Background: an optimization exercise with open tools, aiming at small area, a short achievable clock period and few clock cycles per item. Do not read the settings as production practice. Only simulation tests tie the RTL to the original design; equivalence was not proved.

==> design/flow/design.v <==
module mul16(input [15:0] a, input [15:0] b, input [17:0] b3, output [15:0] hi);
	wire [16:0] b2 = {b, 1'b0};
	wire d0_1 = a[1:0] == 2'd1;
	wire d0_2 = a[1:0] == 2'd2;
	wire d0_3 = a[1:0] == 2'd3;
	wire pp1 = (d0_1 & b[0]) | (d0_2 & b2[0]) | (d0_3 & b3[0]);
	wire pp2 = (d0_1 & b[1]) | (d0_2 & b2[1]) | (d0_3 & b3[1]);
	wire pp3 = (d0_1 & b[2]) | (d0_2 & b2[2]) | (d0_3 & b3[2]);
	wire pp4 = (d0_1 & b[3]) | (d0_2 & b2[3]) | (d0_3 & b3[3]);
	wire pp5 = (d0_1 & b[4]) | (d0_2 & b2[4]) | (d0_3 & b3[4]);
	wire pp6 = (d0_1 & b[5]) | (d0_2 & b2[5]) | (d0_3 & b3[5]);
	wire pp7 = (d0_1 & b[6]) | (d0_2 & b2[6]) | (d0_3 & b3[6]);
	wire pp8 = (d0_1 & b[7]) | (d0_2 & b2[7]) | (d0_3 & b3[7]);
	wire pp9 = (d0_1 & b[8]) | (d0_2 & b2[8]) | (d0_3 & b3[8]);
	wire pp10 = (d0_1 & b[9]) | (d0_2 & b2[9]) | (d0_3 & b3[9]);
	wire pp11 = (d0_1 & b[10]) | (d0_2 & b2[10]) | (d0_3 & b3[10]);
	wire pp12 = (d0_1 & b[11]) | (d0_2 & b2[11]) | (d0_3 & b3[11]);
	wire pp13 = (d0_1 & b[12]) | (d0_2 & b2[12]) | (d0_3 & b3[12]);
	wire pp14 = (d0_1 & b[13]) | (d0_2 & b2[13]) | (d0_3 & b3[13]);
	wire pp15 = (d0_1 & b[14]) | (d0_2 & b2[14]) | (d0_3 & b3[14]);
	wire pp16 = (d0_1 & b[15]) | (d0_2 & b2[15]) | (d0_3 & b3[15]);
	wire pp17 = (d0_2 & b2[16]) | (d0_3 & b3[16]);
	wire pp18 = (d0_3 & b3[17]);
	wire d1_1 = a[3:2] == 2'd1;
	wire d1_2 = a[3:2] == 2'd2;
	wire d1_3 = a[3:2] == 2'd3;
	wire pp19 = (d1_1 & b[0]) | (d1_2 & b2[0]) | (d1_3 & b3[0]);
	wire pp20 = (d1_1 & b[1]) | (d1_2 & b2[1]) | (d1_3 & b3[1]);
	wire pp21 = (d1_1 & b[2]) | (d1_2 & b2[2]) | (d1_3 & b3[2]);
	wire pp22 = (d1_1 & b[3]) | (d1_2 & b2[3]) | (d1_3 & b3[3]);
	wire pp23 = (d1_1 & b[4]) | (d1_2 & b2[4]) | (d1_3 & b3[4]);
	wire pp24 = (d1_1 & b[5]) | (d1_2 & b2[5]) | (d1_3 & b3[5]);
	wire pp25 = (d1_1 & b[6]) | (d1_2 & b2[6]) | (d1_3 & b3[6]);
	wire pp26 = (d1_1 & b[7]) | (d1_2 & b2[7]) | (d1_3 & b3[7]);
	wire pp27 = (d1_1 & b[8]) | (d1_2 & b2[8]) | (d1_3 & b3[8]);
	wire pp28 = (d1_1 & b[9]) | (d1_2 & b2[9]) | (d1_3 & b3[9]);
	wire pp29 = (d1_1 & b[10]) | (d1_2 & b2[10]) | (d1_3 & b3[10]);
	wire pp30 = (d1_1 & b[11]) | (d1_2 & b2[11]) | (d1_3 & b3[11]);
	wire pp31 = (d1_1 & b[12]) | (d1_2 & b2[12]) | (d1_3 & b3[12]);
	wire pp32 = (d1_1 & b[13]) | (d1_2 & b2[13]) | (d1_3 & b3[13]);
	wire pp33 = (d1_1 & b[14]) | (d1_2 & b2[14]) | (d1_3 & b3[14]);
	wire pp34 = (d1_1 & b[15]) | (d1_2 & b2[15]) | (d1_3 & b3[15]);
	wire pp35 = (d1_2 & b2[16]) | (d1_3 & b3[16]);
	wire pp36 = (d1_3 & b3[17]);
	wire d2_1 = a[5:4] == 2'd1;
	wire d2_2 = a[5:4] == 2'd2;
	wire d2_3 = a[5:4] == 2'd3;
	wire pp37 = (d2_1 & b[0]) | (d2_2 & b2[0]) | (d2_3 & b3[0]);
	wire pp38 = (d2_1 & b[1]) | (d2_2 & b2[1]) | (d2_3 & b3[1]);
	wire pp39 = (d2_1 & b[2]) | (d2_2 & b2[2]) | (d2_3 & b3[2]);
	wire pp40 = (d2_1 & b[3]) | (d2_2 & b2[3]) | (d2_3 & b3[3]);
	wire pp41 = (d2_1 & b[4]) | (d2_2 & b2[4]) | (d2_3 & b3[4]);
	wire pp42 = (d2_1 & b[5]) | (d2_2 & b2[5]) | (d2_3 & b3[5]);
	wire pp43 = (d2_1 & b[6]) | (d2_2 & b2[6]) | (d2_3 & b3[6]);
	wire pp44 = (d2_1 & b[7]) | (d2_2 & b2[7]) | (d2_3 & b3[7]);
	wire pp45 = (d2_1 & b[8]) | (d2_2 & b2[8]) | (d2_3 & b3[8]);
	wire pp46 = (d2_1 & b[9]) | (d2_2 & b2[9]) | (d2_3 & b3[9]);
	wire pp47 = (d2_1 & b[10]) | (d2_2 & b2[10]) | (d2_3 & b3[10]);
	wire pp48 = (d2_1 & b[11]) | (d2_2 & b2[11]) | (d2_3 & b3[11]);
	wire pp49 = (d2_1 & b[12]) | (d2_2 & b2[12]) | (d2_3 & b3[12]);
	wire pp50 = (d2_1 & b[13]) | (d2_2 & b2[13]) | (d2_3 & b3[13]);
	wire pp51 = (d2_1 & b[14]) | (d2_2 & b2[14]) | (d2_3 & b3[14]);
	wire pp52 = (d2_1 & b[15]) | (d2_2 & b2[15]) | (d2_3 & b3[15]);
	wire pp53 = (d2_2 & b2[16]) | (d2_3 & b3[16]);
	wire pp54 = (d2_3 & b3[17]);
	wire d3_1 = a[7:6] == 2'd1;
	wire d3_2 = a[7:6] == 2'd2;
	wire d3_3 = a[7:6] == 2'd3;
	wire pp55 = (d3_1 & b[0]) | (d3_2 & b2[0]) | (d3_3 & b3[0]);
	wire pp56 = (d3_1 & b[1]) | (d3_2 & b2[1]) | (d3_3 & b3[1]);
	wire pp57 = (d3_1 & b[2]) | (d3_2 & b2[2]) | (d3_3 & b3[2]);
	wire pp58 = (d3_1 & b[3]) | (d3_2 & b2[3]) | (d3_3 & b3[3]);
	wire pp59 = (d3_1 & b[4]) | (d3_2 & b2[4]) | (d3_3 & b3[4]);
	wire pp60 = (d3_1 & b[5]) | (d3_2 & b2[5]) | (d3_3 & b3[5]);
	wire pp61 = (d3_1 & b[6]) | (d3_2 & b2[6]) | (d3_3 & b3[6]);
	wire pp62 = (d3_1 & b[7]) | (d3_2 & b2[7]) | (d3_3 & b3[7]);
	wire pp63 = (d3_1 & b[8]) | (d3_2 & b2[8]) | (d3_3 & b3[8]);
	wire pp64 = (d3_1 & b[9]) | (d3_2 & b2[9]) | (d3_3 & b3[9]);
	wire pp65 = (d3_1 & b[10]) | (d3_2 & b2[10]) | (d3_3 & b3[10]);
	wire pp66 = (d3_1 & b[11]) | (d3_2 & b2[11]) | (d3_3 & b3[11]);
	wire pp67 = (d3_1 & b[12]) | (d3_2 & b2[12]) | (d3_3 & b3[12]);
	wire pp68 = (d3_1 & b[13]) | (d3_2 & b2[13]) | (d3_3 & b3[13]);
	wire pp69 = (d3_1 & b[14]) | (d3_2 & b2[14]) | (d3_3 & b3[14]);
	wire pp70 = (d3_1 & b[15]) | (d3_2 & b2[15]) | (d3_3 & b3[15]);
	wire pp71 = (d3_2 & b2[16]) | (d3_3 & b3[16]);
	wire pp72 = (d3_3 & b3[17]);
	wire d4_1 = a[9:8] == 2'd1;
	wire d4_2 = a[9:8] == 2'd2;
	wire d4_3 = a[9:8] == 2'd3;
	wire pp73 = (d4_1 & b[0]) | (d4_2 & b2[0]) | (d4_3 & b3[0]);
	wire pp74 = (d4_1 & b[1]) | (d4_2 & b2[1]) | (d4_3 & b3[1]);
	wire pp75 = (d4_1 & b[2]) | (d4_2 & b2[2]) | (d4_3 & b3[2]);
	wire pp76 = (d4_1 & b[3]) | (d4_2 & b2[3]) | (d4_3 & b3[3]);
	wire pp77 = (d4_1 & b[4]) | (d4_2 & b2[4]) | (d4_3 & b3[4]);
	wire pp78 = (d4_1 & b[5]) | (d4_2 & b2[5]) | (d4_3 & b3[5]);
	wire pp79 = (d4_1 & b[6]) | (d4_2 & b2[6]) | (d4_3 & b3[6]);
	wire pp80 = (d4_1 & b[7]) | (d4_2 & b2[7]) | (d4_3 & b3[7]);
	wire pp81 = (d4_1 & b[8]) | (d4_2 & b2[8]) | (d4_3 & b3[8]);
	wire pp82 = (d4_1 & b[9]) | (d4_2 & b2[9]) | (d4_3 & b3[9]);
	wire pp83 = (d4_1 & b[10]) | (d4_2 & b2[10]) | (d4_3 & b3[10]);
	wire pp84 = (d4_1 & b[11]) | (d4_2 & b2[11]) | (d4_3 & b3[11]);
	wire pp85 = (d4_1 & b[12]) | (d4_2 & b2[12]) | (d4_3 & b3[12]);
	wire pp86 = (d4_1 & b[13]) | (d4_2 & b2[13]) | (d4_3 & b3[13]);
	wire pp87 = (d4_1 & b[14]) | (d4_2 & b2[14]) | (d4_3 & b3[14]);
	wire pp88 = (d4_1 & b[15]) | (d4_2 & b2[15]) | (d4_3 & b3[15]);
	wire pp89 = (d4_2 & b2[16]) | (d4_3 & b3[16]);
	wire pp90 = (d4_3 & b3[17]);
	wire d5_1 = a[11:10] == 2'd1;
	wire d5_2 = a[11:10] == 2'd2;
	wire d5_3 = a[11:10] == 2'd3;
	wire pp91 = (d5_1 & b[0]) | (d5_2 & b2[0]) | (d5_3 & b3[0]);
	wire pp92 = (d5_1 & b[1]) | (d5_2 & b2[1]) | (d5_3 & b3[1]);
	wire pp93 = (d5_1 & b[2]) | (d5_2 & b2[2]) | (d5_3 & b3[2]);
	wire pp94 = (d5_1 & b[3]) | (d5_2 & b2[3]) | (d5_3 & b3[3]);
	wire pp95 = (d5_1 & b[4]) | (d5_2 & b2[4]) | (d5_3 & b3[4]);
	wire pp96 = (d5_1 & b[5]) | (d5_2 & b2[5]) | (d5_3 & b3[5]);
	wire pp97 = (d5_1 & b[6]) | (d5_2 & b2[6]) | (d5_3 & b3[6]);
	wire pp98 = (d5_1 & b[7]) | (d5_2 & b2[7]) | (d5_3 & b3[7]);
	wire pp99 = (d5_1 & b[8]) | (d5_2 & b2[8]) | (d5_3 & b3[8]);
	wire pp100 = (d5_1 & b[9]) | (d5_2 & b2[9]) | (d5_3 & b3[9]);
	wire pp101 = (d5_1 & b[10]) | (d5_2 & b2[10]) | (d5_3 & b3[10]);
	wire pp102 = (d5_1 & b[11]) | (d5_2 & b2[11]) | (d5_3 & b3[11]);
	wire pp103 = (d5_1 & b[12]) | (d5_2 & b2[12]) | (d5_3 & b3[12]);
	wire pp104 = (d5_1 & b[13]) | (d5_2 & b2[13]) | (d5_3 & b3[13]);
	wire pp105 = (d5_1 & b[14]) | (d5_2 & b2[14]) | (d5_3 & b3[14]);
	wire pp106 = (d5_1 & b[15]) | (d5_2 & b2[15]) | (d5_3 & b3[15]);
	wire pp107 = (d5_2 & b2[16]) | (d5_3 & b3[16]);
	wire pp108 = (d5_3 & b3[17]);
	wire d6_1 = a[13:12] == 2'd1;
	wire d6_2 = a[13:12] == 2'd2;
	wire d6_3 = a[13:12] == 2'd3;
	wire pp109 = (d6_1 & b[0]) | (d6_2 & b2[0]) | (d6_3 & b3[0]);
	wire pp110 = (d6_1 & b[1]) | (d6_2 & b2[1]) | (d6_3 & b3[1]);
	wire pp111 = (d6_1 & b[2]) | (d6_2 & b2[2]) | (d6_3 & b3[2]);
	wire pp112 = (d6_1 & b[3]) | (d6_2 & b2[3]) | (d6_3 & b3[3]);
	wire pp113 = (d6_1 & b[4]) | (d6_2 & b2[4]) | (d6_3 & b3[4]);
	wire pp114 = (d6_1 & b[5]) | (d6_2 & b2[5]) | (d6_3 & b3[5]);
	wire pp115 = (d6_1 & b[6]) | (d6_2 & b2[6]) | (d6_3 & b3[6]);
	wire pp116 = (d6_1 & b[7]) | (d6_2 & b2[7]) | (d6_3 & b3[7]);
	wire pp117 = (d6_1 & b[8]) | (d6_2 & b2[8]) | (d6_3 & b3[8]);
	wire pp118 = (d6_1 & b[9]) | (d6_2 & b2[9]) | (d6_3 & b3[9]);
	wire pp119 = (d6_1 & b[10]) | (d6_2 & b2[10]) | (d6_3 & b3[10]);
	wire pp120 = (d6_1 & b[11]) | (d6_2 & b2[11]) | (d6_3 & b3[11]);
	wire pp121 = (d6_1 & b[12]) | (d6_2 & b2[12]) | (d6_3 & b3[12]);
	wire pp122 = (d6_1 & b[13]) | (d6_2 & b2[13]) | (d6_3 & b3[13]);
	wire pp123 = (d6_1 & b[14]) | (d6_2 & b2[14]) | (d6_3 & b3[14]);
	wire pp124 = (d6_1 & b[15]) | (d6_2 & b2[15]) | (d6_3 & b3[15]);
	wire pp125 = (d6_2 & b2[16]) | (d6_3 & b3[16]);
	wire pp126 = (d6_3 & b3[17]);
	wire d7_1 = a[15:14] == 2'd1;
	wire d7_2 = a[15:14] == 2'd2;
	wire d7_3 = a[15:14] == 2'd3;
	wire pp127 = (d7_1 & b[0]) | (d7_2 & b2[0]) | (d7_3 & b3[0]);
	wire pp128 = (d7_1 & b[1]) | (d7_2 & b2[1]) | (d7_3 & b3[1]);
	wire pp129 = (d7_1 & b[2]) | (d7_2 & b2[2]) | (d7_3 & b3[2]);
	wire pp130 = (d7_1 & b[3]) | (d7_2 & b2[3]) | (d7_3 & b3[3]);
	wire pp131 = (d7_1 & b[4]) | (d7_2 & b2[4]) | (d7_3 & b3[4]);
	wire pp132 = (d7_1 & b[5]) | (d7_2 & b2[5]) | (d7_3 & b3[5]);
	wire pp133 = (d7_1 & b[6]) | (d7_2 & b2[6]) | (d7_3 & b3[6]);
	wire pp134 = (d7_1 & b[7]) | (d7_2 & b2[7]) | (d7_3 & b3[7]);
	wire pp135 = (d7_1 & b[8]) | (d7_2 & b2[8]) | (d7_3 & b3[8]);
	wire pp136 = (d7_1 & b[9]) | (d7_2 & b2[9]) | (d7_3 & b3[9]);
	wire pp137 = (d7_1 & b[10]) | (d7_2 & b2[10]) | (d7_3 & b3[10]);
	wire pp138 = (d7_1 & b[11]) | (d7_2 & b2[11]) | (d7_3 & b3[11]);
	wire pp139 = (d7_1 & b[12]) | (d7_2 & b2[12]) | (d7_3 & b3[12]);
	wire pp140 = (d7_1 & b[13]) | (d7_2 & b2[13]) | (d7_3 & b3[13]);
	wire pp141 = (d7_1 & b[14]) | (d7_2 & b2[14]) | (d7_3 & b3[14]);
	wire pp142 = (d7_1 & b[15]) | (d7_2 & b2[15]) | (d7_3 & b3[15]);
	wire pp143 = (d7_2 & b2[16]) | (d7_3 & b3[16]);
	wire pp144 = (d7_3 & b3[17]);
	wire s145 = pp13 ^ pp29;
	wire c146 = pp13 & pp29;
	wire s147, c148;
	fa us147(pp14, pp30, pp46, s147, c148);
	wire s149, c150;
	fa us149(pp15, pp31, pp47, s149, c150);
	wire s151 = pp63 ^ pp79;
	wire c152 = pp63 & pp79;
	wire s153, c154;
	fa us153(pp16, pp32, pp48, s153, c154);
	wire s155, c156;
	fa us155(pp64, pp80, pp96, s155, c156);
	wire s157, c158;
	fa us157(pp17, pp33, pp49, s157, c158);
	wire s159, c160;
	fa us159(pp65, pp81, pp97, s159, c160);
	wire s161, c162;
	fa us161(pp18, pp34, pp50, s161, c162);
	wire s163, c164;
	fa us163(pp66, pp82, pp98, s163, c164);
	wire s165, c166;
	fa us165(pp35, pp51, pp67, s165, c166);
	wire s167 = pp83 ^ pp99;
	wire c168 = pp83 & pp99;
	wire s169, c170;
	fa us169(pp36, pp52, pp68, s169, c170);
	wire s171 = pp84 ^ pp100;
	wire c172 = pp84 & pp100;
	wire s173, c174;
	fa us173(pp53, pp69, pp85, s173, c174);
	wire s175 = pp54 ^ pp70;
	wire c176 = pp54 & pp70;
	wire s177 = pp9 ^ pp25;
	wire c178 = pp9 & pp25;
	wire s179, c180;
	fa us179(pp10, pp26, pp42, s179, c180);
	wire s181, c182;
	fa us181(pp11, pp27, pp43, s181, c182);
	wire s183 = pp59 ^ pp75;
	wire c184 = pp59 & pp75;
	wire s185, c186;
	fa us185(pp12, pp28, pp44, s185, c186);
	wire s187, c188;
	fa us187(pp60, pp76, pp92, s187, c188);
	wire s189, c190;
	fa us189(s145, pp45, pp61, s189, c190);
	wire s191, c192;
	fa us191(pp77, pp93, pp109, s191, c192);
	wire s193, c194;
	fa us193(c146, s147, pp62, s193, c194);
	wire s195, c196;
	fa us195(pp78, pp94, pp110, s195, c196);
	wire s197, c198;
	fa us197(c148, s149, s151, s197, c198);
	wire s199, c200;
	fa us199(pp95, pp111, pp127, s199, c200);
	wire s201, c202;
	fa us201(c150, c152, s153, s201, c202);
	wire s203, c204;
	fa us203(s155, pp112, pp128, s203, c204);
	wire s205, c206;
	fa us205(c154, c156, s157, s205, c206);
	wire s207, c208;
	fa us207(s159, pp113, pp129, s207, c208);
	wire s209, c210;
	fa us209(c158, c160, s161, s209, c210);
	wire s211, c212;
	fa us211(s163, pp114, pp130, s211, c212);
	wire s213, c214;
	fa us213(c162, c164, s165, s213, c214);
	wire s215, c216;
	fa us215(s167, pp115, pp131, s215, c216);
	wire s217, c218;
	fa us217(c166, c168, s169, s217, c218);
	wire s219, c220;
	fa us219(s171, pp116, pp132, s219, c220);
	wire s221, c222;
	fa us221(c170, c172, s173, s221, c222);
	wire s223, c224;
	fa us223(pp101, pp117, pp133, s223, c224);
	wire s225, c226;
	fa us225(c174, s175, pp86, s225, c226);
	wire s227, c228;
	fa us227(pp102, pp118, pp134, s227, c228);
	wire s229, c230;
	fa us229(c176, pp71, pp87, s229, c230);
	wire s231, c232;
	fa us231(pp103, pp119, pp135, s231, c232);
	wire s233, c234;
	fa us233(pp72, pp88, pp104, s233, c234);
	wire s235 = pp120 ^ pp136;
	wire c236 = pp120 & pp136;
	wire s237, c238;
	fa us237(pp89, pp105, pp121, s237, c238);
	wire s239 = pp90 ^ pp106;
	wire c240 = pp90 & pp106;
	wire s241 = pp7 ^ pp23;
	wire c242 = pp7 & pp23;
	wire s243, c244;
	fa us243(pp8, pp24, pp40, s243, c244);
	wire s245, c246;
	fa us245(s177, pp41, pp57, s245, c246);
	wire s247, c248;
	fa us247(c178, s179, pp58, s247, c248);
	wire s249, c250;
	fa us249(c180, s181, s183, s249, c250);
	wire s251, c252;
	fa us251(c182, c184, s185, s251, c252);
	wire s253, c254;
	fa us253(c186, c188, s189, s253, c254);
	wire s255, c256;
	fa us255(c190, c192, s193, s255, c256);
	wire s257, c258;
	fa us257(c194, c196, s197, s257, c258);
	wire s259, c260;
	fa us259(c198, c200, s201, s259, c260);
	wire s261, c262;
	fa us261(c202, c204, s205, s261, c262);
	wire s263, c264;
	fa us263(c206, c208, s209, s263, c264);
	wire s265, c266;
	fa us265(c210, c212, s213, s265, c266);
	wire s267, c268;
	fa us267(c214, c216, s217, s267, c268);
	wire s269, c270;
	fa us269(c218, c220, s221, s269, c270);
	wire s271, c272;
	fa us271(c222, c224, s225, s271, c272);
	wire s273, c274;
	fa us273(c226, c228, s229, s273, c274);
	wire s275, c276;
	fa us275(c230, c232, s233, s275, c276);
	wire s277, c278;
	fa us277(c234, c236, s237, s277, c278);
	wire s279, c280;
	fa us279(c238, s239, pp122, s279, c280);
	wire s281, c282;
	fa us281(c240, pp107, pp123, s281, c282);
	wire s283 = pp108 ^ pp124;
	wire c284 = pp108 & pp124;
	wire s285 = pp5 ^ pp21;
	wire c286 = pp5 & pp21;
	wire s287, c288;
	fa us287(pp6, pp22, pp38, s287, c288);
	wire s289, c290;
	fa us289(s241, pp39, pp55, s289, c290);
	wire s291, c292;
	fa us291(c242, s243, pp56, s291, c292);
	wire s293, c294;
	fa us293(c244, s245, pp73, s293, c294);
	wire s295, c296;
	fa us295(c246, s247, pp74, s295, c296);
	wire s297, c298;
	fa us297(c248, s249, pp91, s297, c298);
	wire s299, c300;
	fa us299(c250, s251, s187, s299, c300);
	wire s301, c302;
	fa us301(c252, s253, s191, s301, c302);
	wire s303, c304;
	fa us303(c254, s255, s195, s303, c304);
	wire s305, c306;
	fa us305(c256, s257, s199, s305, c306);
	wire s307, c308;
	fa us307(c258, s259, s203, s307, c308);
	wire s309, c310;
	fa us309(c260, s261, s207, s309, c310);
	wire s311, c312;
	fa us311(c262, s263, s211, s311, c312);
	wire s313, c314;
	fa us313(c264, s265, s215, s313, c314);
	wire s315, c316;
	fa us315(c266, s267, s219, s315, c316);
	wire s317, c318;
	fa us317(c268, s269, s223, s317, c318);
	wire s319, c320;
	fa us319(c270, s271, s227, s319, c320);
	wire s321, c322;
	fa us321(c272, s273, s231, s321, c322);
	wire s323, c324;
	fa us323(c274, s275, s235, s323, c324);
	wire s325, c326;
	fa us325(c276, s277, pp137, s325, c326);
	wire s327, c328;
	fa us327(c278, s279, pp138, s327, c328);
	wire s329, c330;
	fa us329(c280, s281, pp139, s329, c330);
	wire s331, c332;
	fa us331(c282, s283, pp140, s331, c332);
	wire s333, c334;
	fa us333(c284, pp125, pp141, s333, c334);
	wire s335 = pp126 ^ pp142;
	wire c336 = pp126 & pp142;
	wire [31:0] ra = {pp144, c336, c334, c332, c330, c328, c326, c324, c322, c320, c318, c316, c314, c312, c310, c308, c306, c304, c302, c300, c298, c296, c294, c292, c290, c288, c286, s285, pp4, pp3, pp2, pp1};
	wire [31:0] rb = {1'b0, pp143, s335, s333, s331, s329, s327, s325, s323, s321, s319, s317, s315, s313, s311, s309, s307, s305, s303, s301, s299, s297, s295, s293, s291, s289, s287, pp37, pp20, pp19, 1'b0, 1'b0};
	wire [31:0] pp_ = ra ^ rb;
	wire [31:0] gg_ = ra & rb;
	wire G1 = gg_[1] | (pp_[1] & gg_[0]);
	wire P1 = pp_[1] & pp_[0];
	wire G2 = gg_[3] | (pp_[3] & gg_[2]);
	wire P2 = pp_[3] & pp_[2];
	wire G3 = gg_[5] | (pp_[5] & gg_[4]);
	wire P3 = pp_[5] & pp_[4];
	wire G4 = gg_[7] | (pp_[7] & gg_[6]);
	wire P4 = pp_[7] & pp_[6];
	wire G5 = gg_[9] | (pp_[9] & gg_[8]);
	wire P5 = pp_[9] & pp_[8];
	wire G6 = gg_[11] | (pp_[11] & gg_[10]);
	wire P6 = pp_[11] & pp_[10];
	wire G7 = gg_[13] | (pp_[13] & gg_[12]);
	wire P7 = pp_[13] & pp_[12];
	wire G8 = gg_[15] | (pp_[15] & gg_[14]);
	wire P8 = pp_[15] & pp_[14];
	wire G9 = gg_[17] | (pp_[17] & gg_[16]);
	wire P9 = pp_[17] & pp_[16];
	wire G10 = gg_[19] | (pp_[19] & gg_[18]);
	wire P10 = pp_[19] & pp_[18];
	wire G11 = gg_[21] | (pp_[21] & gg_[20]);
	wire P11 = pp_[21] & pp_[20];
	wire G12 = gg_[23] | (pp_[23] & gg_[22]);
	wire P12 = pp_[23] & pp_[22];
	wire G13 = gg_[25] | (pp_[25] & gg_[24]);
	wire P13 = pp_[25] & pp_[24];
	wire G14 = gg_[27] | (pp_[27] & gg_[26]);
	wire P14 = pp_[27] & pp_[26];
	wire G15 = gg_[29] | (pp_[29] & gg_[28]);
	wire P15 = pp_[29] & pp_[28];
	wire G16 = gg_[31] | (pp_[31] & gg_[30]);
	wire P16 = pp_[31] & pp_[30];
	wire G17 = G2 | (P2 & G1);
	wire P17 = P2 & P1;
	wire G18 = G4 | (P4 & G3);
	wire P18 = P4 & P3;
	wire G19 = G6 | (P6 & G5);
	wire P19 = P6 & P5;
	wire G20 = G8 | (P8 & G7);
	wire P20 = P8 & P7;
	wire G21 = G10 | (P10 & G9);
	wire P21 = P10 & P9;
	wire G22 = G12 | (P12 & G11);
	wire P22 = P12 & P11;
	wire G23 = G14 | (P14 & G13);
	wire P23 = P14 & P13;
	wire G24 = G16 | (P16 & G15);
	wire P24 = P16 & P15;
	wire G25 = G18 | (P18 & G17);
	wire P25 = P18 & P17;
	wire G26 = G20 | (P20 & G19);
	wire P26 = P20 & P19;
	wire G27 = G22 | (P22 & G21);
	wire P27 = P22 & P21;
	wire G28 = G24 | (P24 & G23);
	wire P28 = P24 & P23;
	wire G29 = G26 | (P26 & G25);
	wire P29 = P26 & P25;
	wire G30 = G28 | (P28 & G27);
	wire P30 = P28 & P27;
	wire G31 = G30 | (P30 & G29);
	wire P31 = P30 & P29;
	wire G32 = G27 | (P27 & G29);
	wire P32 = P27 & P29;
	wire G33 = G19 | (P19 & G25);
	wire P33 = P19 & P25;
	wire G34 = G21 | (P21 & G29);
	wire P34 = P21 & P29;
	wire G35 = G23 | (P23 & G32);
	wire P35 = P23 & P32;
	wire G36 = G3 | (P3 & G17);
	wire P36 = P3 & P17;
	wire G37 = G5 | (P5 & G25);
	wire P37 = P5 & P25;
	wire G38 = G7 | (P7 & G33);
	wire P38 = P7 & P33;
	wire G39 = G9 | (P9 & G29);
	wire P39 = P9 & P29;
	wire G40 = G11 | (P11 & G34);
	wire P40 = P11 & P34;
	wire G41 = G13 | (P13 & G32);
	wire P41 = P13 & P32;
	wire G42 = G15 | (P15 & G35);
	wire P42 = P15 & P35;
	wire G43 = gg_[2] | (pp_[2] & G1);
	wire P43 = pp_[2] & P1;
	wire G44 = gg_[4] | (pp_[4] & G17);
	wire P44 = pp_[4] & P17;
	wire G45 = gg_[6] | (pp_[6] & G36);
	wire P45 = pp_[6] & P36;
	wire G46 = gg_[8] | (pp_[8] & G25);
	wire P46 = pp_[8] & P25;
	wire G47 = gg_[10] | (pp_[10] & G37);
	wire P47 = pp_[10] & P37;
	wire G48 = gg_[12] | (pp_[12] & G33);
	wire P48 = pp_[12] & P33;
	wire G49 = gg_[14] | (pp_[14] & G38);
	wire P49 = pp_[14] & P38;
	wire G50 = gg_[16] | (pp_[16] & G29);
	wire P50 = pp_[16] & P29;
	wire G51 = gg_[18] | (pp_[18] & G39);
	wire P51 = pp_[18] & P39;
	wire G52 = gg_[20] | (pp_[20] & G34);
	wire P52 = pp_[20] & P34;
	wire G53 = gg_[22] | (pp_[22] & G40);
	wire P53 = pp_[22] & P40;
	wire G54 = gg_[24] | (pp_[24] & G32);
	wire P54 = pp_[24] & P32;
	wire G55 = gg_[26] | (pp_[26] & G41);
	wire P55 = pp_[26] & P41;
	wire G56 = gg_[28] | (pp_[28] & G35);
	wire P56 = pp_[28] & P35;
	wire G57 = gg_[30] | (pp_[30] & G42);
	wire P57 = pp_[30] & P42;
	assign hi = pp_[31:16] ^ {G57, G42, G56, G35, G55, G41, G54, G32, G53, G40, G52, G34, G51, G39, G50, G29};
endmodule
module fa(input a, b, c, output s, co);
	assign s = a ^ b ^ c;
	assign co = (a & b) | (a & c) | (b & c);
endmodule
module exponential(input clk, rst, start, input [15:0] _x, output done,
                   output [1:0] intpart, output [15:0] fracpart);
	reg [3:0] st;           
	reg idle;               
	reg sh0, sh1, sh2;      
	reg term;               
	reg [15:0] b, t;
	reg [17:0] b3;          
	reg [17:0] r;
	reg [6:0] u6;            
	wire go = idle & start;
	wire [3:0] nst = go ? 4'd1 : (idle | st == 4'd9) ? 4'd0 : st + 4'd1;
	always @(posedge clk or posedge rst) begin
		if (rst) begin
			st   <= 4'd0;
			idle <= 1'b1;
			sh0  <= 1'b0;
			sh1  <= 1'b0;
			sh2  <= 1'b0;
		end else begin
			st   <= nst;
			idle <= (nst == 4'd0);
			sh0  <= (nst != 4'd0) & (nst != 4'd1) & (nst != 4'd4);
			sh1  <= (nst == 4'd1);                                
			sh2  <= (nst == 4'd4);                                
		end
	end
	always @(posedge clk) begin
		term <= (nst == 4'd1) | (nst == 4'd2) | (nst == 4'd4) |
		        (nst == 4'd5) | (nst == 4'd7) | (nst == 4'd9);  
	end
	reg [15:0] bn;
	always @(*) begin
		case (nst)
			4'd3:    bn = 16'h5555;
			4'd6:    bn = 16'h3333;
			4'd8:    bn = 16'h2AAA;
			default: bn = _x;
		endcase
	end
	wire [17:0] x3_a = {2'b00, _x};
	wire [17:0] x3_b = {1'b0, _x, 1'b0};
	wire [17:0] x3_p = x3_a ^ x3_b;
	wire [17:0] x3_g = x3_a & x3_b;
	wire x3_G1 = x3_g[1] | (x3_p[1] & x3_g[0]);
	wire x3_P1 = x3_p[1] & x3_p[0];
	wire x3_G2 = x3_g[3] | (x3_p[3] & x3_g[2]);
	wire x3_P2 = x3_p[3] & x3_p[2];
	wire x3_G3 = x3_g[5] | (x3_p[5] & x3_g[4]);
	wire x3_P3 = x3_p[5] & x3_p[4];
	wire x3_G4 = x3_g[7] | (x3_p[7] & x3_g[6]);
	wire x3_P4 = x3_p[7] & x3_p[6];
	wire x3_G5 = x3_g[9] | (x3_p[9] & x3_g[8]);
	wire x3_P5 = x3_p[9] & x3_p[8];
	wire x3_G6 = x3_g[11] | (x3_p[11] & x3_g[10]);
	wire x3_P6 = x3_p[11] & x3_p[10];
	wire x3_G7 = x3_g[13] | (x3_p[13] & x3_g[12]);
	wire x3_P7 = x3_p[13] & x3_p[12];
	wire x3_G8 = x3_g[15] | (x3_p[15] & x3_g[14]);
	wire x3_P8 = x3_p[15] & x3_p[14];
	wire x3_G9 = x3_g[17] | (x3_p[17] & x3_g[16]);
	wire x3_P9 = x3_p[17] & x3_p[16];
	wire x3_G10 = x3_G2 | (x3_P2 & x3_G1);
	wire x3_P10 = x3_P2 & x3_P1;
	wire x3_G11 = x3_G4 | (x3_P4 & x3_G3);
	wire x3_P11 = x3_P4 & x3_P3;
	wire x3_G12 = x3_G6 | (x3_P6 & x3_G5);
	wire x3_P12 = x3_P6 & x3_P5;
	wire x3_G13 = x3_G8 | (x3_P8 & x3_G7);
	wire x3_P13 = x3_P8 & x3_P7;
	wire x3_G14 = x3_G11 | (x3_P11 & x3_G10);
	wire x3_P14 = x3_P11 & x3_P10;
	wire x3_G15 = x3_G13 | (x3_P13 & x3_G12);
	wire x3_P15 = x3_P13 & x3_P12;
	wire x3_G16 = x3_G15 | (x3_P15 & x3_G14);
	wire x3_P16 = x3_P15 & x3_P14;
	wire x3_G17 = x3_G12 | (x3_P12 & x3_G14);
	wire x3_P17 = x3_P12 & x3_P14;
	wire x3_G18 = x3_G3 | (x3_P3 & x3_G10);
	wire x3_P18 = x3_P3 & x3_P10;
	wire x3_G19 = x3_G5 | (x3_P5 & x3_G14);
	wire x3_P19 = x3_P5 & x3_P14;
	wire x3_G20 = x3_G7 | (x3_P7 & x3_G17);
	wire x3_P20 = x3_P7 & x3_P17;
	wire x3_G21 = x3_G9 | (x3_P9 & x3_G16);
	wire x3_P21 = x3_P9 & x3_P16;
	wire x3_G22 = x3_g[2] | (x3_p[2] & x3_G1);
	wire x3_P22 = x3_p[2] & x3_P1;
	wire x3_G23 = x3_g[4] | (x3_p[4] & x3_G10);
	wire x3_P23 = x3_p[4] & x3_P10;
	wire x3_G24 = x3_g[6] | (x3_p[6] & x3_G18);
	wire x3_P24 = x3_p[6] & x3_P18;
	wire x3_G25 = x3_g[8] | (x3_p[8] & x3_G14);
	wire x3_P25 = x3_p[8] & x3_P14;
	wire x3_G26 = x3_g[10] | (x3_p[10] & x3_G19);
	wire x3_P26 = x3_p[10] & x3_P19;
	wire x3_G27 = x3_g[12] | (x3_p[12] & x3_G17);
	wire x3_P27 = x3_p[12] & x3_P17;
	wire x3_G28 = x3_g[14] | (x3_p[14] & x3_G20);
	wire x3_P28 = x3_p[14] & x3_P20;
	wire x3_G29 = x3_g[16] | (x3_p[16] & x3_G16);
	wire x3_P29 = x3_p[16] & x3_P16;
	wire [17:0] x3 = x3_p ^ {x3_G29, x3_G16, x3_G28, x3_G20, x3_G27, x3_G17, x3_G26, x3_G19, x3_G25, x3_G14, x3_G24, x3_G18, x3_G23, x3_G10, x3_G22, x3_G1, x3_g[0], 1'b0};
	reg [17:0] bn3;
	always @(*) begin
		case (nst)
			4'd3:    bn3 = 18'h0FFFF;    
			4'd6:    bn3 = 18'h09999;    
			4'd8:    bn3 = 18'h07FFE;    
			default: bn3 = x3;
		endcase
	end
	always @(posedge clk)
		b3 <= bn3;
	wire [15:0] ph;                      
	mul16 mul(.a(t), .b(b), .b3(b3), .hi(ph));
	wire [15:0] tn = ({16{sh0}} & ph) | ({16{sh1}} & {1'b0, ph[15:1]}) |
	                 ({16{sh2}} & {2'b00, ph[15:2]}) | ({16{idle}} & t1);
	wire [15:0] t1;
	assign t1[0] = ~g_dec[16].z & _x[0];
	genvar k;
	generate
		for (k = 1; k <= 16; k = k + 1) begin : g_dec
			wire z;
			if (k == 1) begin : g_first
				assign z = 1'b1;
			end else begin : g_next
				assign z = g_dec[k-1].z & ~_x[k-1];
			end
		end
		for (k = 1; k <= 15; k = k + 1) begin : g_t1
			assign t1[k] = ~g_dec[16].z & (_x[k] ^ g_dec[k].z);
		end
	endgenerate
	reg [3:0] t7;
	always @(*) begin
		if (u6 >= 7'd85) t7 = 4'd12;
		else if (u6 >= 7'd78) t7 = 4'd11;
		else if (u6 >= 7'd71) t7 = 4'd10;
		else if (u6 >= 7'd64) t7 = 4'd9;
		else if (u6 >= 7'd57) t7 = 4'd8;
		else if (u6 >= 7'd50) t7 = 4'd7;
		else if (u6 >= 7'd43) t7 = 4'd6;
		else if (u6 >= 7'd36) t7 = 4'd5;
		else if (u6 >= 7'd29) t7 = 4'd4;
		else if (u6 >= 7'd22) t7 = 4'd3;
		else if (u6 >= 7'd15) t7 = 4'd2;
		else if (u6 >= 7'd8) t7 = 4'd1;
		else t7 = 4'd0;
	end
	reg t8;
	wire [15:0] addb = idle ? {12'd0, t7} : t;
	wire cin = idle & t8;
	wire [18:0] ra_a = {r, cin};
	wire [18:0] ra_b = {2'b00, addb, cin};
	wire [18:0] ra_p = ra_a ^ ra_b;
	wire [18:0] ra_g = ra_a & ra_b;
	wire ra_G1 = ra_g[1] | (ra_p[1] & ra_g[0]);
	wire ra_P1 = ra_p[1] & ra_p[0];
	wire ra_G2 = ra_g[3] | (ra_p[3] & ra_g[2]);
	wire ra_P2 = ra_p[3] & ra_p[2];
	wire ra_G3 = ra_g[5] | (ra_p[5] & ra_g[4]);
	wire ra_P3 = ra_p[5] & ra_p[4];
	wire ra_G4 = ra_g[7] | (ra_p[7] & ra_g[6]);
	wire ra_P4 = ra_p[7] & ra_p[6];
	wire ra_G5 = ra_g[9] | (ra_p[9] & ra_g[8]);
	wire ra_P5 = ra_p[9] & ra_p[8];
	wire ra_G6 = ra_g[11] | (ra_p[11] & ra_g[10]);
	wire ra_P6 = ra_p[11] & ra_p[10];
	wire ra_G7 = ra_g[13] | (ra_p[13] & ra_g[12]);
	wire ra_P7 = ra_p[13] & ra_p[12];
	wire ra_G8 = ra_g[15] | (ra_p[15] & ra_g[14]);
	wire ra_P8 = ra_p[15] & ra_p[14];
	wire ra_G9 = ra_g[17] | (ra_p[17] & ra_g[16]);
	wire ra_P9 = ra_p[17] & ra_p[16];
	wire ra_G10 = ra_G2 | (ra_P2 & ra_G1);
	wire ra_P10 = ra_P2 & ra_P1;
	wire ra_G11 = ra_G4 | (ra_P4 & ra_G3);
	wire ra_P11 = ra_P4 & ra_P3;
	wire ra_G12 = ra_G6 | (ra_P6 & ra_G5);
	wire ra_P12 = ra_P6 & ra_P5;
	wire ra_G13 = ra_G8 | (ra_P8 & ra_G7);
	wire ra_P13 = ra_P8 & ra_P7;
	wire ra_G14 = ra_G11 | (ra_P11 & ra_G10);
	wire ra_P14 = ra_P11 & ra_P10;
	wire ra_G15 = ra_G13 | (ra_P13 & ra_G12);
	wire ra_P15 = ra_P13 & ra_P12;
	wire ra_G16 = ra_G15 | (ra_P15 & ra_G14);
	wire ra_P16 = ra_P15 & ra_P14;
	wire ra_G17 = ra_G12 | (ra_P12 & ra_G14);
	wire ra_P17 = ra_P12 & ra_P14;
	wire ra_G18 = ra_G3 | (ra_P3 & ra_G10);
	wire ra_P18 = ra_P3 & ra_P10;
	wire ra_G19 = ra_G5 | (ra_P5 & ra_G14);
	wire ra_P19 = ra_P5 & ra_P14;
	wire ra_G20 = ra_G7 | (ra_P7 & ra_G17);
	wire ra_P20 = ra_P7 & ra_P17;
	wire ra_G21 = ra_G9 | (ra_P9 & ra_G16);
	wire ra_P21 = ra_P9 & ra_P16;
	wire ra_G22 = ra_g[2] | (ra_p[2] & ra_G1);
	wire ra_P22 = ra_p[2] & ra_P1;
	wire ra_G23 = ra_g[4] | (ra_p[4] & ra_G10);
	wire ra_P23 = ra_p[4] & ra_P10;
	wire ra_G24 = ra_g[6] | (ra_p[6] & ra_G18);
	wire ra_P24 = ra_p[6] & ra_P18;
	wire ra_G25 = ra_g[8] | (ra_p[8] & ra_G14);
	wire ra_P25 = ra_p[8] & ra_P14;
	wire ra_G26 = ra_g[10] | (ra_p[10] & ra_G19);
	wire ra_P26 = ra_p[10] & ra_P19;
	wire ra_G27 = ra_g[12] | (ra_p[12] & ra_G17);
	wire ra_P27 = ra_p[12] & ra_P17;
	wire ra_G28 = ra_g[14] | (ra_p[14] & ra_G20);
	wire ra_P28 = ra_p[14] & ra_P20;
	wire ra_G29 = ra_g[16] | (ra_p[16] & ra_G16);
	wire ra_P29 = ra_p[16] & ra_P16;
	wire ra_G30 = ra_g[18] | (ra_p[18] & ra_G21);
	wire ra_P30 = ra_p[18] & ra_P21;
	wire [18:0] rs0 = ra_p ^ {ra_G21, ra_G29, ra_G16, ra_G28, ra_G20, ra_G27, ra_G17, ra_G26, ra_G19, ra_G25, ra_G14, ra_G24, ra_G18, ra_G23, ra_G10, ra_G22, ra_G1, ra_g[0], 1'b0};
	wire [17:0] racc = rs0[18:1];
	always @(posedge clk) begin
		b <= bn;
		t <= tn;                     
		if (st == 4'd9) begin        
			u6 <= tn[6:0];           
			t8 <= b >= 16'd62481;    
		end
		if (go)
			r <= 18'h0FFFF;
		else if (term)
			r <= racc;
	end
	assign done = idle;
	assign {intpart, fracpart} = racc;
endmodule
==> design/flow/run.sh <==
#!/bin/bash
# synth_recipe.tcl (not shown) runs the flow's synth.tcl, then flattens the netlist and writes it again
# the make line also repeats each setting of config.mk as NAME=value (left out here)
make -C /OpenROAD-flow-scripts/flow DESIGN_CONFIG=/design/flow/config.mk WORK_HOME=/design/flow/orfs CLKGATE_MAP_FILE= SYNTH_SCRIPT=/design/flow/synth_recipe.tcl finish
==> design/flow/config.mk <==
export PLATFORM = sky130hd
export DESIGN_NAME = exponential
export DESIGN_NICKNAME = exponential
export VERILOG_FILES = /design/flow/design.v
export SDC_FILE = /design/flow/constraint.sdc
export NUM_CORES = 4
export LEC_CHECK = 0
export ABC_AREA = 1
export CAP_MARGIN = 20
export CORE_MARGIN = 2
export CORE_UTILIZATION = 40
export PLACE_DENSITY = 0.6
export SETUP_SLACK_MARGIN = 3.5
export SLEW_MARGIN = 20
export SYNTH_HIERARCHICAL = 1
export SYNTH_MINIMUM_KEEP_SIZE = 0
==> design/flow/constraint.sdc <==
create_clock -name core_clock -period 9.0 [get_ports {clk}]
set_input_delay 1.8000 -clock core_clock [delete_from_list [all_inputs] [get_ports {clk}]]
set_output_delay 1.8000 -clock core_clock [all_outputs]
set_load 0.01 [all_outputs]
==> flow_summary.toml, run 1 <==
[placed_design]
place.gp.congestion = 0.922
hpwl_um = 23800
port_buffers = 37

[outcome]
outcome = "complete, no violations"

[logic_synthesis]
yosysTopAreaCell = "fa_1"
synth_seq_area_share_pct = 18.6
synth_most_common_cell = "nand2_1"
synthArstFlopShare_pct = 9.52
synth_area_per_cell_um2 = 8.24
ys_ff_latch = 84
synth_ff_type = "dfxtp_1"
syn_area_mm2 = 0.00967
synth_edf_count = 8
synth_commonest_cells = "313 x nand2_1, 126 x inv_1, 118 x o221ai_1, 107 x fa_1, 85 x ha_1"
synth_top_area_share_pct = 22.2
synth_warnings = 7
synthTopCellsByArea = "fa_1 22%, dfxtp_1 14%, nand2_1 12%"
synth.distinct_cells = 54
syn_inst = 1173
synthesis.nets = 1384

[floorplan]
die_w_um = 159
start_util_pct = 40.9
die_y_um = 159
rows = 56
dieArea_mm2 = 0.0254
pin_count = 38
core_area_mm2 = 0.0236

[cells_and_area]
area_delta_synth_final_pct = 13.0
ff_latch_area_mm2 = 0.00182
final_net_count = 1405
multi_input_area_mm2 = 0.00734
diodes = 0
layout-drive-gt1-share_pct = 12.0
final_util_pct = 46.3
num-fill-cells = 2355

[route]
first_pass_iters = 5
routedWlPerCell_um = 20.4
totalWireLength_um = 30900
routed_via_density = 5.86
ant_nets = 0
drt_iter0_drc = 874
remaining_drc_errors = 0
vias = 8900

[worst_setup_path]
path_max_fanout = 4
cp.required_ps = 7200
crit_arrival_ps = 3560
end_kind = "primary output"
critPathLaunchType = "flop"
r2r_slack_ps = 3700
path_class = "reg2out"

[sta]
slew_violations = 0
min_period_ps = 5360
maxSlewHeadroom_pct = 48.0
fmax_mhz = 187
finalClockSkew_ps = 9.97
finalSetupTns_ps = 0
finalHoldViolCount = 0
min_period_over_period_pct = 59.5
finalSetupViolations = 0
worstMarginPinSlew_ps = 779
rsz0062_at_grt = "yes"

[cts]
htreeDepth = 3
clk_path_buf_depth = 2
cts_buffers = 9
clk_pin_slew_ps = 60
tritoncts = "built"
insertion_delay_ps = 340
root_buffer = "clkbuf_16"
clkSinkCount = 84

[global_routing]
grt_pass1_wl_um = 48500
grt_max_degree = 21
grt_util_all_layers_pct = 24.0
antenna_found_initial = 0
grt-ovfl-total = 0
grt_pass1_vias = 8654

[job]
maxCapViolations = 0

[worst_hold_path]
hp-class = "reg2reg"
==> repair_timing <==
item                                    in CTS  in global routing
endpoints found under the setup margin      32                 38
hold buffers                                 0                  0
pin swaps                                    3                 15
buffers inserted                             5                 13
endpoints found under the hold margin        0                  0
resized for setup                           21                 77
==> per-layer routing <==
metal	part of all wire, %	track usage [%]	routed length, um	vias to the layer above
met2	46	39.3	14400	476
li1	-	-	-	4085
met5	0	0	0	-
met4	4.4	10.2	1370	0
met1	41	31.3	12800	4246
met3	7.7	4.40	2370	93
==> critical path, stage by stage (launching register included) <==
cell	delay (ps)
edfxtp_1	500
nor2_4	180
inv_2	70
a21oi_2	90
nand2_1	60
nand2_1	50
nand2_1	50
nand2_1	70
nand2_1	50
nand2_1	60
nand2_1	50
nand2_1	60
nand2_1	70
fa_2	360
nand3_2	100
nand3_2	90
nand2_2	100
buf_6	100
nand2_4	50
a31o_4	240
fa_2	410
xor2_2	240
buf_2	170
==> kinds of logic after synthesis <==
| family | count (synthesis) | share of synthesized area, % |
|---|---|---|
| AO/OA/AOI/OAI | 238 | 18.5 |
| XOR/XNOR | 24 | 2.17 |
| adder cells (fa/ha/maj) | 192 | 33.2 |
| buffers and inverters | 189 | 7.80 |
| flip-flops | 84 | 18.6 |
| AND/OR/NAND/NOR | 446 | 19.7 |
==> final cells by class <==
cell class,instances,share of cell area (%)
well taps,319,3.65
clock inverters,4,0.229
repair buffers,61,5.20
clock buffers,12,2.16
flip-flops and latches,84,16.7
inverters,138,4.94
multi-input cells,900,67.2
==> path summary, 6_finish.rpt <==
kind,endpoint,startpoint,depth (start not counted)
setup / recovery,fracpart[10],u6[6]$_DFFE_PP_,22
hold / removal,r[6]$_SDFFE_PP1P_,r[6]$_SDFFE_PP1P_,2
setup reg to reg,u6[5]$_DFFE_PP_,t[5]$_DFF_P_,19
hold reg to reg,r[6]$_SDFFE_PP1P_,r[6]$_SDFFE_PP1P_,2
max in group asynchronous,idle$_DFF_PP1_,rst,2
min in group asynchronous,st[2]$_DFF_PP0_,rst,2
==> stage by stage <==
| step | worst slack [ps] | hold slack, ps | std cells | instance area (um^2) |
|---|---|---|---|---|
| floorplan | 4070 | 448 | 1173 | 9670 |
| detailed placement | 3140 | 467 | 1484 | 10300 |
| global placement | 3140 | 461 | 1484 | 10300 |
| global route | 3380 | 505 | 1518 | 10900 |
| CTS | 3380 | 483 | 1505 | 10600 |
| finish | 3640 | 478 | 1518 | 10900 |
==> sequential cells by signal, indices dropped and copies added, names as in the netlist <==
name  cells
t        16
sh2       1
t8        1
r        18
idle      1
sh0       1
st        4
sh1       1
u6        7
b        15
term      1
b3       18
==> Yosys stat by module (local to each module, per instance) <==
| module | cell area, um^2 | copies in the design | flip-flops and latches | cells inside |
|---|---|---|---|---|
| fa | 20.0 | 83 | 0 | 1 |
| exponential | 4860 | 1 | 84 | 582 |
| mul16 | 3150 | 1 | 0 | 508 |
==> cells in the final DEF (no fill, tap or decap), types with 4 or more instances in the layout <==
cell	count
nor2_4	5
a21o_1	4
inv_2	7
a31o_2	4
nand4_1	7
dfxtp_1	59
inv_4	5
nand2_4	8
ha_1	84
o21ai_1	8
xnor2_1	9
clkdlybuf4s50_1	24
a21oi_1	34
nor2_1	54
fa_2	4
nand3_2	4
fa_1	103
nand3_1	29
o221ai_1	112
o2111ai_1	10
o21ai_2	4
o2111ai_2	4
nand2_2	21
o21ai_0	26
dlymetal6s2s_1	5
nor2_2	4
edfxtp_1	8
nor3_1	5
buf_4	20
inv_1	123
dfxtp_2	8
clkbuf_16	9
o221ai_2	6
nand2_1	299
o22ai_1	8
xor2_2	4
dfrtp_1	7
xor2_1	11
Testbench counts, summed over its fixed seeds: cycles 12,006, items 1,200.
==> inputs of run 2 (changes only) <==
--- a/design/flow/config.mk
+++ b/design/flow/config.mk
@@ -12,3 +12,3 @@
 export PLACE_DENSITY = 0.6
-export SETUP_SLACK_MARGIN = 3.5
+export SETUP_SLACK_MARGIN = 3.75
 export SLEW_MARGIN = 20
==> run 2 against run 1 <==
  * Final cell count increased by 2.0%
  * First-iteration DRC count grew 3.7%
  * Register-to-register slack improved by 220 ps
  * Synthesized cell count stayed put
  * Critical path depth fell by 1
  * Clock skew decreased by 3.3 ps
  * Critical path type unchanged
  * Largest cell class unchanged
==> flow_summary.toml, run 2 <==
[sta]
fin_ws_ps = 3640
min_period_over_period_pct = 59.6
finalHoldViolCount = 0
slew_violations = 0
worstMarginPinSlew_ps = 755
min_period_ps = 5360
finalSetupTns_ps = 0
fmax_mhz = 186
maxSlewHeadroom_pct = 49.6
whs_ps = 478
rsz0062_at_grt = "yes"
finalClockSkew_ps = 6.66
finalSetupViolations = 0

[logic_synthesis]
synth_top_area_share_pct = 22.2
synthesis.nets = 1384
synth_mux_area_share_pct = 0
synth_xor_area_share_pct = 2.17
yosysTopAreaCell = "fa_1"
synth_top_family_by_area = "adder cells"
synthSimpleGateAreaFrac_pct = 19.7
synth_most_common_cell = "nand2_1"
synth_warnings = 7
syn_area_mm2 = 0.00967
synth_ff_type = "dfxtp_1"
synth_commonest_cells = "313 x nand2_1, 126 x inv_1, 118 x o221ai_1, 107 x fa_1, 85 x ha_1"
synth_fa_ha_area_share_pct = 33.2
synthArstFlopShare_pct = 9.52
synth_area_per_cell_um2 = 8.24
synth_edf_count = 8
syn_inst = 1173
ys_ff_latch = 84
synth-compound-area-share_pct = 18.5
synth_seq_area_share_pct = 18.6
synth.distinct_cells = 54
synthTopCellsByArea = "fa_1 22%, dfxtp_1 14%, nand2_1 12%"

[worst_setup_path]
cp_common_cell = "nand2_1"
path_max_fanout = 4
critPathTopFamily = "simple AND/OR/NAND/NOR gates"
path_class = "reg2out"
critPathMaxStageDelay_ps = 510
crit_chain = "nor2_4, inv_2, a21oi_2, nand2_1, nand2_1, nand2_1, nand2_1, nand2_1, nand2_1, nand2_1, nand2_2, nand2_2, fa_2, nand3_2, nand3_2, nand2_2, a21oi_1, or2_4, fa_1, xor2_2, dlygate4sd2_1"
crit_arrival_ps = 3560
critical_path_buf_inv_count = 2
end_kind = "primary output"
cp.required_ps = 7200
slowest_stage = "edfxtp_1"
critPathLaunchType = "flop"

[floorplan]
core_area_mm2 = 0.0236
rows = 56
start_util_pct = 40.9
die_y_um = 159
dieArea_mm2 = 0.0254
die_w_um = 159
pin_count = 38

[placed_design]
placed_area_mm2 = 0.0103
dpl.cell_count = 1484
hpwl_um = 23800
pre_cts_slack_ps = 3140
port_buffers = 37
place.gp.congestion = 0.922

[cts]
cts_buffers = 9
htreeDepth = 3
tritoncts = "built"
clkSinkCount = 84
root_buffer = "clkbuf_16"
insertion_delay_ps = 340
clk_path_buf_depth = 2
clk_pin_slew_ps = 60

[route]
first_pass_iters = 5
vias = 9070
routedWlPerCell_um = 20.8
totalWireLength_um = 32200
routed_via_density = 5.86
ant_nets = 0
drt_iter0_drc = 906
remaining_drc_errors = 0

[job]
maxCapViolations = 0

[global_routing]
grt_pass1_wl_um = 48900
grt-ovfl-total = 0
antenna_found_initial = 0
grt_max_degree = 21
grt_util_all_layers_pct = 24.3
grt_pass1_vias = 8750

[cells_and_area]
diodes = 0
final_net_count = 1436
layout-drive-gt1-share_pct = 19.8
area_delta_synth_final_pct = 19.1
fin_area_mm2 = 0.0115
layout.cells.non_filler = 1549
largestRegisters = "b3 (18), r (18), t (16)"
final_common_cell = "nand2_1"
final_cell_mix = "289 x nand2_1, 109 x inv_1, 108 x o221ai_1"

[worst_hold_path]
hp-class = "reg2reg"

[outcome]
outcome = "complete, no violations"
-- run 2: cell counts after synthesis --
Identical to the previous run, type by type.
-- run 2: worst paths after layout --
check,from,end,slack [ps],depth (start not counted)
max,u6[6]$_DFFE_PP_,fracpart[12],3640,21
min,r[6]$_SDFFE_PP1P_,r[6]$_SDFFE_PP1P_,480,2
max reg2reg,t[4]$_DFF_P_,t[12]$_DFF_P_,3920,24
min reg2reg,r[6]$_SDFFE_PP1P_,r[6]$_SDFFE_PP1P_,480,2
max in group asynchronous,rst,idle$_DFF_PP1_,7010,2
min in group asynchronous,rst,st[2]$_DFF_PP0_,1700,2
-- run 2: cells by family after synthesis --
group / count (synthesis)
DFF: 84
xor gates and xnor gates: 24
AOI/OAI and AO/OA: 238
adders and majority gates: 192
and+or+nand+nor: 446
buffers and inverters: 189
-- run 2: worst register-to-register path, delay by kind of cell, from the launching register on --
kind,cells,cell delay (ps)
adder cells (fa/ha/maj),6,2880
AO/OA/AOI/OAI,4,590
AND/OR/NAND/NOR,10,810
buffers and inverters,4,330
flip-flops,1,360
-- run 2: final cells by class --
class | count | area [um^2]
fillers | 2295 | 12100
multi-input cells | 900 | 7600
flip-flops and latches | 84 | 1870
repair buffers | 92 | 812
inverters | 138 | 573
well taps | 319 | 399
clock buffers | 12 | 236
clock inverters | 4 | 25.0
-- run 2: metrics by stage --
| step | util (%) |
|---|---|
| after CTS | 45.5 |
| after global routing | 48.8 |
| final | 48.8 |
| after global placement | 43.5 |
| after floorplan | - |
| after detailed placement | 43.5 |
-- run 2: per-module statistics from Yosys (local to each module, per instance) --
module       area [um^2]  cells  copies in the design  flops+latches
fa                  20.0      1                    83              0
exponential         4860    582                     1             84
mul16               3150    508                     1              0
-- run 2: what timing repair did --
action	4_1_cts	5_1_grt
hold buffers	0	0
hold endpoints to repair	0	0
resized for setup	71	147
setup buffers	12	36
pin swaps	10	42
cloned	0	1
endpoints found under the setup margin	39	40
-- run 2: metal layers --
layer  share of wire, %  vias to the layer above  routed length, um  global-route usage, %
li1                   -                     4151                  -                      -
met1                 41                     4342              13100                   31.3
met2                 47                      468              15100                   39.7
met3                7.4                      109               2390                   4.85
met4                5.0                        0               1630                   11.0
met5                  0                        -                  0                      0
==> inputs of run 3 (changes only) <==
--- a/design/flow/config.mk
+++ b/design/flow/config.mk
@@ -11,4 +11,5 @@
 export CORE_UTILIZATION = 40
+export CTS_BUF_LIST = sky130_fd_sc_hd__clkbuf_4 sky130_fd_sc_hd__clkbuf_8
 export PLACE_DENSITY = 0.6
-export SETUP_SLACK_MARGIN = 3.75
+export SETUP_SLACK_MARGIN = 3.5
 export SLEW_MARGIN = 20
==> run 3 against run 2 <==
  * Fmax decreased by 0.14%
  * Global-route usage down 0.19 points
  * Synthesized cell count stayed put
  * Worst hold slack better by 4.7 ps
  * Critical path type unchanged
  * Worst setup slack worse by 7.4 ps
  * Final cell count fell by 1.9%
  * Cell area fell by 6.2%
  * Critical path depth increased by 1
  * Sequential share of layout area increased by 0.62 points
  * Via count down 1.7%
==> flow_summary.toml, run 3 <==
[sta]
maxSlewHeadroom_pct = 48.9
finalClockSkew_ps = 14.0
fin_ws_ps = 3630
min_period_over_period_pct = 59.7
finalSetupViolations = 0
finalSetupTns_ps = 0
finalHoldViolCount = 0
whs_ps = 483
slew_violations = 0
rsz0062_at_grt = "yes"
min_period_ps = 5370
worstMarginPinSlew_ps = 765
fmax_mhz = 186

[global_routing]
grt_pass1_wl_um = 48600
grt-ovfl-total = 0
grt_max_degree = 21
grt_util_all_layers_pct = 24.2
grt_pass1_vias = 8655
antenna_found_initial = 0

[cells_and_area]
ff_latch_area_mm2 = 0.00182
layout-drive-gt1-share_pct = 12.1
diodes = 0
final_cell_mix = "299 x nand2_1, 123 x inv_1, 112 x o221ai_1"
final_net_count = 1406
final_common_cell = "nand2_1"
multi_input_area_mm2 = 0.00730
num-fill-cells = 2365
area_delta_synth_final_pct = 11.7
largestRegisters = "b3 (18), r (18), t (16)"
layout.cells.non_filler = 1519

[cts]
cts_buffers = 9
clk_path_buf_depth = 2
clk_pin_slew_ps = 80
htreeDepth = 3
tritoncts = "built"
clkSinkCount = 84
insertion_delay_ps = 370
root_buffer = "clkbuf_8"
holdBufCountCts = 0

[worst_setup_path]
critPathLaunchType = "flop"
critPathMaxStageDelay_ps = 520
path_class = "reg2out"
end_kind = "primary output"
crit_arrival_ps = 3570
critical_path_buf_inv_count = 2
r2r_slack_ps = 3710
critPathTopFamily = "simple AND/OR/NAND/NOR gates"
path_max_fanout = 4
r2r-start = "t[3]$_DFF_P_"
slowest_stage = "edfxtp_1"
cp.required_ps = 7200
crit_start = "u6[6]$_DFFE_PP_"
cp_common_cell = "nand2_1"
crit_chain = "nor2_4, inv_2, a21oi_1, nand2_1, nand2_1, nand2_1, nand2_1, nand2_1, nand2_1, nand2_1, nand2_1, nand2_1, fa_2, nand3_2, nand3_2, nand2_2, a21oi_1, or2_4, a31o_2, fa_2, xor2_1, buf_2"

[placed_design]
port_buffers = 37
hpwl_um = 23800
dpl.cell_count = 1484
place.gp.congestion = 0.922
pre_cts_slack_ps = 3140

[job]
maxCapViolations = 0

[floorplan]
rows = 56
pin_count = 38
start_util_pct = 40.9
die_w_um = 159
dieArea_mm2 = 0.0254
core_area_mm2 = 0.0236
die_y_um = 159

[logic_synthesis]
synthesis.nets = 1384
synth_ff_type = "dfxtp_1"
ys_ff_latch = 84
synth_commonest_cells = "313 x nand2_1, 126 x inv_1, 118 x o221ai_1, 107 x fa_1, 85 x ha_1"
synth_seq_area_share_pct = 18.6
synth_most_common_cell = "nand2_1"
synth_warnings = 7
synth_top_area_share_pct = 22.2
syn_area_mm2 = 0.00967
syn_inst = 1173
synth_edf_count = 8
synthTopCellsByArea = "fa_1 22%, dfxtp_1 14%, nand2_1 12%"
synth.distinct_cells = 54
synth_area_per_cell_um2 = 8.24
synthArstFlopShare_pct = 9.52
yosysTopAreaCell = "fa_1"

[route]
totalWireLength_um = 31000
routedWlPerCell_um = 20.4
drt_iter0_drc = 918
remaining_drc_errors = 0
ant_nets = 0
routed_via_density = 5.87
vias = 8912
first_pass_iters = 5

[worst_hold_path]
hp-class = "reg2reg"
hold_start = "r[6]$_SDFFE_PP1P_"

[outcome]
outcome = "complete, no violations"
==> run 3: cell counts after synthesis <==
Identical to the previous run, type by type.
==> run 3: timing repair <==
item	CTS	global route
gates resized for setup	22	73
cloned	0	0
buffers inserted	7	12
setup endpoints to repair	32	38
pin swaps	4	10
==> run 3: per-module statistics from Yosys, one instance, submodules excluded <==
| module | cell area [um^2] | copies in the design |
|---|---|---|
| mul16 | 3150 | 1 |
| exponential | 4860 | 1 |
| fa | 20.0 | 83 |
==> run 3: stage by stage <==
stage,instance area [um^2],util (%)
final,10800,45.8
after global routing,10800,45.8
after CTS,10500,44.5
after detailed placement,10300,43.5
after global placement,10300,43.5
after floorplan,9670,-
==> run 3: layer usage <==
layer	up-vias	part of all wire, %	global-route usage [%]
li1	4082	-	-
met1	4303	41	31.4
met2	432	47	39.9
met4	0	4.1	9.34
met5	-	0	0
met3	95	7.9	4.45
==> run 3: logic make-up (layout without fill, tap and decap cells) <==
logic type,count (synthesis),count (layout),share of synthesized area (%)
AO/OA/AOI/OAI,238,238,18.5
flip-flops,84,84,18.6
adder cells (fa/ha/maj),192,192,33.2
buffers and inverters,189,216,7.80
AND/OR/NAND/NOR,446,446,19.7
XOR/XNOR,24,24,2.17
==> run 3: area by class of cell <==
type	instances	share of cell area (%)
multi-input cells	900	67.5
flip-flops and latches	84	16.9
clock inverters	4	0.232
inverters	138	4.99
clock buffers	12	1.36
repair buffers	62	5.32
well taps	319	3.69
==> run 3: worst register-to-register path, cell delays in order, from the launching register on <==
cell and delay [ps]:
dfxtp_4 390, inv_1 70, nor2_2 130, clkinvlp_4 250
buf_4 240, o221ai_1 200, fa_1 490, fa_1 430
fa_1 580, fa_1 480, ha_4 320, a21o_1 130
nand3_1 100, nand2_1 70, nand4_1 70, nand3_1 80
inv_1 50, nand2_2 100, inv_1 90, fa_1 490
inv_1 60, nand2_1 60, o2111ai_1 140
==> run 3: worst paths after layout <==
check	end	depth (start not counted)
setup / recovery	fracpart[14]	22
min in group asynchronous	st[2]$_DFF_PP0_	2
max in group asynchronous	idle$_DFF_PP1_	2
hold / removal	r[6]$_SDFFE_PP1P_	2
setup reg to reg	u6[6]$_DFFE_PP_	22
hold reg to reg	r[6]$_SDFFE_PP1P_	2

-- afterwards: timing with drivers on the ports --
How much do the figures lean on ideal ports? The routed layouts below were timed once more, with nothing changed but the port constraints. Step 1 (the two cells are an assumption about what drives the block):
set clk [get_ports {clk}]
set_driving_cell -lib_cell sky130_fd_sc_hd__clkbuf_16 $clk
set_driving_cell -lib_cell sky130_fd_sc_hd__buf_2 [delete_from_list [all_inputs] $clk]
Step 2, shift: input delay + t, output delay - t, t = (earliest + latest rising clock arrival at the registers) / 2. This alone moves slack from input paths to output paths. a / b / c = ideal / step 1 / step 2; a / b = the first two.
| run | t, ns | slack for setup (ns) | worst setup path at the end | worst register clock-pin slew, ns | worst data-port slew with drivers (ns) |
|---|---|---|---|---|---|
| run 1 | 0.378 | 3.642 / 3.600 / 3.332 | input to register | 0.06 / 0.06 | 0.04 |
| run 2 | 0.373 | 3.635 / 3.597 / 3.643 | input to register | 0.06 / 0.06 | 0.04 |
| run 3 | 0.398 | 3.628 / 3.593 / 3.274 | input to register | 0.09 / 0.09 | 0.04 |
After both steps every run listed still meets setup and hold. The setup slack of run 3, which loses most, moves by -0.035 ns with the drivers and by -0.354 ns with both steps.
